This is an optimization exercise on Yosys and OpenROAD, whose aim is small area and a short achievable clock period, not a production implementation.
Where RTL was checked, it was by simulation tests only, not by an equivalence proof against the original.
No activity file was given, so power comes from the tool's default toggle rates.

// reduce_instr
module reduce_instr (
	input  [81:0] packetIn,
	input  [60:0] new_comm,
	input         clk,
	input         rst,
	output        rd_en,
	output [84:0] packetOut
);
For scale: roughly 230 I/O pins, ~15000 um^2 of cells after synthesis.
Settings: LEC_CHECK=0, ABC_AREA=1, CAP_MARGIN=20, CORE_MARGIN=2, CORE_UTILIZATION=40, SLEW_MARGIN=20; clock period 20.0 ns.
standard.sh (not shown) runs the stock make flow with config.mk's settings and CLKGATE_MAP_FILE= SYNTH_SCRIPT=/design/flow/synth_recipe.tcl, a recipe that flattens the netlist after the stock synthesis.
==> flow/flow/run.sh <==
#!/bin/bash
# Standard layout, with plain buf_1 cells as the port buffers and a larger
# setup target for the timing repair steps.
set -euo pipefail
export BUFFER_PORTS_ARGS="-buffer_cell sky130_fd_sc_hd__buf_1"
export SETUP_SLACK_MARGIN=10
bash standard.sh finish > standard.log 2>&1
Edit:
==> flow/run.sh (new file) <==
#!/bin/bash
# synth_recipe.tcl (not shown) runs the flow's synth.tcl, then flattens the netlist and writes it again
# the make line also repeats each setting of config.mk as NAME=value (left out here)
make -C /OpenROAD-flow-scripts/flow DESIGN_CONFIG=/design/flow/config.mk WORK_HOME=/design/flow/orfs CLKGATE_MAP_FILE= SYNTH_SCRIPT=/design/flow/synth_recipe.tcl finish
- SETUP_SLACK_MARGIN: unset -> 5
removed: flow/flow/run.sh
removed: flow/standard.sh
Effect: Design area came out higher by about 2.2%. Sequential power barely changes. Total power climbs by about 1%. Synthesized area does not change. Sequential share of layout area fell by 0.89 points. Via count fell by about 2.3%. Maximum frequency shrinks by 14%. Clock power hardly moves. Critical path depth came out lower by 1.
Edit:
==> flow/flow/run.sh (new file) <==
#!/bin/bash
# Standard layout, with plain buf_1 cells as the port buffers, a larger setup
# target for the timing repair steps and a lighter clock tree.
set -euo pipefail
export BUFFER_PORTS_ARGS="-buffer_cell sky130_fd_sc_hd__buf_1"
export SETUP_SLACK_MARGIN=10
export CTS_ARGS="-sink_clustering_enable -repair_clock_nets -buf_list sky130_fd_sc_hd__clkbuf_8 -dont_use_dummy_load"
bash standard.sh finish > standard.log 2>&1
==> flow/standard.sh (new file) <==
#!/bin/bash
# synth_recipe.tcl (not shown) runs the flow's synth.tcl, then flattens the netlist and writes it again
# the make line also repeats each setting of config.mk as NAME=value (left out here)
make -C /OpenROAD-flow-scripts/flow DESIGN_CONFIG=/design/flow/config.mk WORK_HOME=/design/flow/orfs CLKGATE_MAP_FILE= SYNTH_SCRIPT=/design/flow/synth_recipe.tcl "${@:-finish}"
- SETUP_SLACK_MARGIN: 5 -> unset
removed: flow/run.sh
=> Register-to-register slack is better by 2.2 ns. Sequential share of layout area rose by 1.9 points. Flip-flop and latch count does not change. Clock skew rose by 0.051 ns. Cell count rose by 2.1%. Setup slack is better by 1.9 ns.
Edit:
==> flow/flow/run.sh (replaced) <==
#!/bin/bash
# Standard layout, with plain buf_1 cells as the port buffers and a larger
# setup target for the timing repair steps.
set -euo pipefail
export BUFFER_PORTS_ARGS="-buffer_cell sky130_fd_sc_hd__buf_1"
export SETUP_SLACK_MARGIN=8
bash standard.sh finish > standard.log 2>&1
After rerunning: Die area is unchanged. Design area climbs slightly. Final cell count stays flat. Wire length drops slightly. Hold slack improves by 0.016 ns. First-iteration DRC count climbs by a little under a tenth. Synthesized cell count is unchanged. Sequential cell count does not change. Area after synthesis stays the same.
Edit:
==> flow/flow/run.sh (replaced) <==
#!/bin/bash
# Standard layout, with plain buf_1 cells as the port buffers.
set -euo pipefail
export BUFFER_PORTS_ARGS="-buffer_cell sky130_fd_sc_hd__buf_1"
bash standard.sh finish > standard.log 2>&1
- SETUP_SLACK_MARGIN: unset -> 5
Clock-buffer cell count stays the same.
Register-to-register slack loses 1.0 ns.
Area after synthesis is unchanged.
Clock skew barely changes.
Combinational power decreases by about 7%.
Die area does not change.
Worst setup slack degrades by 1.0 ns.
Utilization shrinks by 2.5 points.
Cell count shrinks by about 2%.
Fmax went down by 8.1%.

build 13:
Another version of the RTL of reduce_instr (not shown whole).
For scale: roughly 1700 cells after synthesis, roughly 230 I/O pins, roughly 15000 um2 of cells after synthesis.
export LEC_CHECK = 0
export ABC_AREA = 1
export CAP_MARGIN = 20
export CORE_MARGIN = 2
export CORE_UTILIZATION = 55
export SLEW_MARGIN = 20
create_clock -name core_clock -period 20.0 [get_ports {clk}]
==> flow/flow/run.sh <==
#!/bin/bash
# Standard synthesis (ORFS synth.tcl through synth_recipe.tcl), with only its ABC
# script changed to one that keeps the design's logic structure; then the
# combinational cells re-mapped by ABC (flip-flops untouched): the input cone
# of rd_en for delay, the rest for area. Then the standard layout steps, with
# buf_1 port buffers, a larger setup target for timing repair and a lighter
# clock tree.
set -euo pipefail
export BUFFER_PORTS_ARGS="-buffer_cell sky130_fd_sc_hd__buf_1"
export SETUP_SLACK_MARGIN=9
export CTS_ARGS="-sink_clustering_enable -repair_clock_nets -buf_list sky130_fd_sc_hd__clkbuf_8 -sink_clustering_size 14 -sink_clustering_max_diameter 80 -dont_use_dummy_load"
rm -rf scripts_local
cp -r $FLOW_HOME/scripts scripts_local
cp flow/synth.abc scripts_local/abc_area.script
SCRIPTS_DIR=$PWD/scripts_local bash standard.sh synth > synth.log 2>&1
R=orfs/results/$FLOW_PLATFORM/reduce_instr/base
cp $R/1_2_yosys.v std_synth.v
export REMAP_LIB=$FLOW_HOME/platforms/$FLOW_PLATFORM/lib/sky130_fd_sc_hd__tt_025C_1v80.lib
export REMAP_IN=std_synth.v REMAP_OUT=remapped.v REMAP_TOP=$FLOW_TOP
export REMAP_DONT_USE="$(cat flow/dont_use.txt)"
export REMAP_FAST=flow/fast.abc REMAP_AREA=flow/area.abc
$FLOW_HOME/../tools/install/yosys/bin/yosys -c flow/remap.tcl > remap.log 2>&1
cp remapped.v $R/1_2_yosys.v
rm -f $R/1_synth.odb $R/1_synth.sdc
bash standard.sh finish > finish.log 2>&1
==> flow/flow/fast.abc <==
strash
map
Other scripts of this flow, unchanged in this note and not shown: flow/flow/area.abc, flow/flow/dont_use.txt, flow/flow/remap.tcl, flow/flow/synth.abc
Build 13 finished every step from synthesis to the final layout, and the layout passed the timing, DRC and antenna checks.
#### Input delta (build 97 over build 13)
==> flow/flow/fast.abc <==
strash
dc2
dch
map -B 0.9
Findings:
Build 97 vs build 13 — sequential share of layout area rose 4.1 points. The growth of design area from synthesis to finish reported for build 97 is smaller than that of build 13 by 1.1 points. Switching part of the total (lower): build 97.
Function was not checked in any run of this note: the RTL went through the layout flow alone.

== run 1 ==
Another version of the RTL of reduce_instr (not shown whole).
Size in the first run: about 14000 um2 of cells after synthesis.
clock: 20.0 ns
lec_check: 0
abc_area: 1
cap_margin: 20
core_margin: 2
core_utilization: 60
slew_margin: 20
==> flow/flow/area.abc <==
strash
dc2
dch -f
amap
==> flow/flow/dont_use.txt <==
sky130_fd_sc_hd__probe_p_8
sky130_fd_sc_hd__probec_p_8
sky130_fd_sc_hd__lpflow_bleeder_1
sky130_fd_sc_hd__lpflow_clkbufkapwr_1
sky130_fd_sc_hd__lpflow_clkbufkapwr_16
sky130_fd_sc_hd__lpflow_clkbufkapwr_2
sky130_fd_sc_hd__lpflow_clkbufkapwr_4
sky130_fd_sc_hd__lpflow_clkbufkapwr_8
sky130_fd_sc_hd__lpflow_clkinvkapwr_1
sky130_fd_sc_hd__lpflow_clkinvkapwr_16
sky130_fd_sc_hd__lpflow_clkinvkapwr_2
sky130_fd_sc_hd__lpflow_clkinvkapwr_4
sky130_fd_sc_hd__lpflow_clkinvkapwr_8
sky130_fd_sc_hd__lpflow_decapkapwr_12
sky130_fd_sc_hd__lpflow_decapkapwr_3
sky130_fd_sc_hd__lpflow_decapkapwr_4
sky130_fd_sc_hd__lpflow_decapkapwr_6
sky130_fd_sc_hd__lpflow_decapkapwr_8
sky130_fd_sc_hd__lpflow_inputiso0n_1
sky130_fd_sc_hd__lpflow_inputiso0p_1
sky130_fd_sc_hd__lpflow_inputiso1n_1
sky130_fd_sc_hd__lpflow_inputiso1p_1
sky130_fd_sc_hd__lpflow_inputisolatch_1
sky130_fd_sc_hd__lpflow_isobufsrc_1
sky130_fd_sc_hd__lpflow_isobufsrc_16
sky130_fd_sc_hd__lpflow_isobufsrc_2
sky130_fd_sc_hd__lpflow_isobufsrc_4
sky130_fd_sc_hd__lpflow_isobufsrc_8
sky130_fd_sc_hd__lpflow_isobufsrckapwr_16
sky130_fd_sc_hd__lpflow_lsbuf_lh_hl_isowell_tap_1
sky130_fd_sc_hd__lpflow_lsbuf_lh_hl_isowell_tap_2
sky130_fd_sc_hd__lpflow_lsbuf_lh_hl_isowell_tap_4
sky130_fd_sc_hd__lpflow_lsbuf_lh_isowell_4
sky130_fd_sc_hd__lpflow_lsbuf_lh_isowell_tap_1
sky130_fd_sc_hd__lpflow_lsbuf_lh_isowell_tap_2
sky130_fd_sc_hd__lpflow_lsbuf_lh_isowell_tap_4
==> flow/flow/fast.abc <==
strash
dc2
dch
map -B 0.9
==> flow/flow/remap.tcl <==
# Re-map the combinational cells of the standard synthesis netlist with ABC's
# default area-oriented script. The flip-flop instances (names, cell types)
# are kept as they are: they are black boxes here.
set lib $::env(REMAP_LIB)
yosys read_liberty -ignore_miss_func -overwrite -setattr liberty_cell $lib
yosys read_verilog $::env(REMAP_IN)
yosys hierarchy -top $::env(REMAP_TOP)
set seq {}
foreach c [split [string trim [exec grep -oE {sky130_fd_sc_hd__[a-z0-9_]+} $::env(REMAP_IN) | sort -u]] "\n"] {
  if { [regexp {__(e?dfxtp|dfrtp|dfstp|dfbbp|sdf|dl)} $c] } { lappend seq $c }
}
yosys blackbox {*}$seq
yosys flatten
yosys opt -purge
set du {}
foreach c $::env(REMAP_DONT_USE) { lappend du -dont_use $c }
yosys select -set cone w:rd_en %cie*
yosys abc -script $::env(REMAP_FAST) -liberty $lib {*}$du @cone
yosys abc -script $::env(REMAP_AREA) -liberty $lib {*}$du
yosys opt_clean -purge
yosys stat -liberty $lib
yosys write_verilog -noattr -nohex -nodec $::env(REMAP_OUT)
==> flow/flow/synth.abc <==
strash
map
Scripts as last shown in full above: flow/flow/run.sh
Run 1 finished end to end and its layout was clean on timing, DRC and antenna.
Inputs modified between run 1 and run 2:
- a change of CORE_UTILIZATION from 60 to 55
--- a/flow/flow/run.sh
+++ b/flow/flow/run.sh
@@ -2,6 +2,3 @@
-# Standard synthesis (ORFS synth.tcl through synth_recipe.tcl), with only its ABC
-# script changed to one that keeps the design's logic structure; then the
-# combinational cells re-mapped by ABC (flip-flops untouched): the input cone
-# of rd_en for delay, the rest for area. Then the standard layout steps, with
-# buf_1 port buffers, a larger setup target for timing repair and a lighter
-# clock tree.
+# Standard synthesis; its combinational cells re-mapped by ABC for area
+# (flip-flops untouched); then the standard layout steps, with buf_1 port
+# buffers, a larger setup target for timing repair and a lighter clock tree.
@@ -12,4 +9 @@
-rm -rf scripts_local
-cp -r $FLOW_HOME/scripts scripts_local
-cp flow/synth.abc scripts_local/abc_area.script
-SCRIPTS_DIR=$PWD/scripts_local bash standard.sh synth > synth.log 2>&1
+bash standard.sh synth > synth.log 2>&1
removed: flow/flow/synth.abc
==> summary.txt <==
- Run 2 reached the final stage; the timing, DRC and antenna checks on its layout passed.
- First-iteration DRC count (lower): run 2
- Side by side, routed wire length turned out lower in run 2 than in run 1.
- Post-layout utilization of the core on run 2 is down relative to run 1.
- [compare] base=run 1 new=run 2: area after synthesis went down about 1%, number of placement rows went up 3.6%.
- Power density of the placed cells in run 2 vs run 1: up 0.66 nW/um2
- Delta(worst setup slack, run 2 - run 1) < 0
- Run 2 supports a lower top clock frequency than run 1.
- Going from run 1 to run 2, global routing usage on met2 decreased 2.9 points; minimum clock period after layout increased 96 ps; die outline area increased 7.7%.
diff inputs: run 2 => run 3
- CORE_UTILIZATION: 55 -> 60
--- a/flow/flow/run.sh
+++ b/flow/flow/run.sh
@@ -7 +7 @@
-export SETUP_SLACK_MARGIN=9
+export SETUP_SLACK_MARGIN=9.5
### Flow results
Detailed-placement wirelength estimate grows by a few percent when moving from run 2 to run 3. Area inside the core boundary (run 3 / run 2): 0.906. Share of the clock period used by the worst path was lower in run 3 than in run 2.
Here is what was changed in the inputs of run 4 compared with run 3.
--- a/flow/flow/run.sh
+++ b/flow/flow/run.sh
@@ -7 +7 @@
-export SETUP_SLACK_MARGIN=9.5
+export SETUP_SLACK_MARGIN=9
==> flow/flow/fast.abc <==
strash
&get -n
&st
&syn2
&if -g -K 6
&synch2
&nf
&put
### Flow results
Going from run 3 to run 4, die area increased by about 2.3% relative to the old numbers, number of clock-tree buffers in the layout moved up, upper clock frequency limit went down, routed wire length increased 13%, area share of buffers outside the clock network has increased.
Summary of run 4 over run 3: worst endpoint data arrival time grew by 420 ps; worst hold slack increased by 4.3 ps relative to the old numbers; total power went down by about 1.1%; share of the clock period used by the worst path up 2.1 points.
Comparing run 4 and run 3, the higher share of the final layout cell area in multi-input gates was measured on run 4.

## re-timing with driven ports
In the flow no input, the clock included, has a driving cell. The finished layouts below were timed again as built, in two steps.
Step 1: set_driving_cell puts a clkbuf_16 on clk and a buf_2 on each other input, an assumption about the parent block.
Step 2, shift: input delay + t, output delay - t, t = (earliest + latest rising clock arrival at the registers) / 2. This alone moves slack from input paths to output paths.
Slacks: ideal ports / drivers / drivers and shift; pairs: ideal ports / drivers.
run | t, ns | setup slack, ns | hold WS [ns] | clock arrival spread, ns | pins driven straight from the clock port
the first run of note 1 | 0.589 | 8.252 / 8.199 / 8.199 | 0.467 / 0.467 / 0.467 | 0.028 / 0.028 | 1
the second run of note 1 | 0.587 | 6.378 / 6.341 / 6.341 | 0.465 / 0.465 / 0.465 | 0.027 / 0.028 | 1
the third run of note 1 | 0.629 | 8.268 / 8.201 / 8.201 | 0.451 / 0.451 / 0.451 | 0.078 / 0.078 | 1
the fourth run of note 1 | 0.583 | 8.171 / 8.118 / 8.118 | 0.467 / 0.467 / 0.467 | 0.030 / 0.030 | 1
the fifth run of note 1 | 0.579 | 7.124 / 7.088 / 7.088 | 0.466 / 0.466 / 0.466 | 0.027 / 0.027 | 1
build 13 | 0.621 | 8.922 / 8.898 / 8.898 | 0.470 / 0.470 / 0.470 | 0.095 / 0.095 | 1
build 97 | 0.617 | 9.141 / 9.092 / 9.092 | 0.452 / 0.452 / 0.452 | 0.076 / 0.076 | 1
run 1 | 0.607 | 9.092 / 9.043 / 9.043 | 0.462 / 0.462 / 0.462 | 0.076 / 0.077 | 1
run 2 | 0.606 | 8.996 / 8.944 / 8.944 | 0.449 / 0.449 / 0.449 | 0.058 / 0.058 | 1
run 3 | 0.587 | 9.043 / 8.982 / 8.982 | 0.458 / 0.458 / 0.458 | 0.041 / 0.041 | 1
run 4 | 0.597 | 8.622 / 8.580 / 8.580 | 0.463 / 0.463 / 0.463 | 0.055 / 0.055 | 1
After both steps every run listed still meets setup and hold. For the third run of note 1, which loses most, drivers alone change the setup slack by -0.067 ns; drivers and shift together by -0.067 ns.
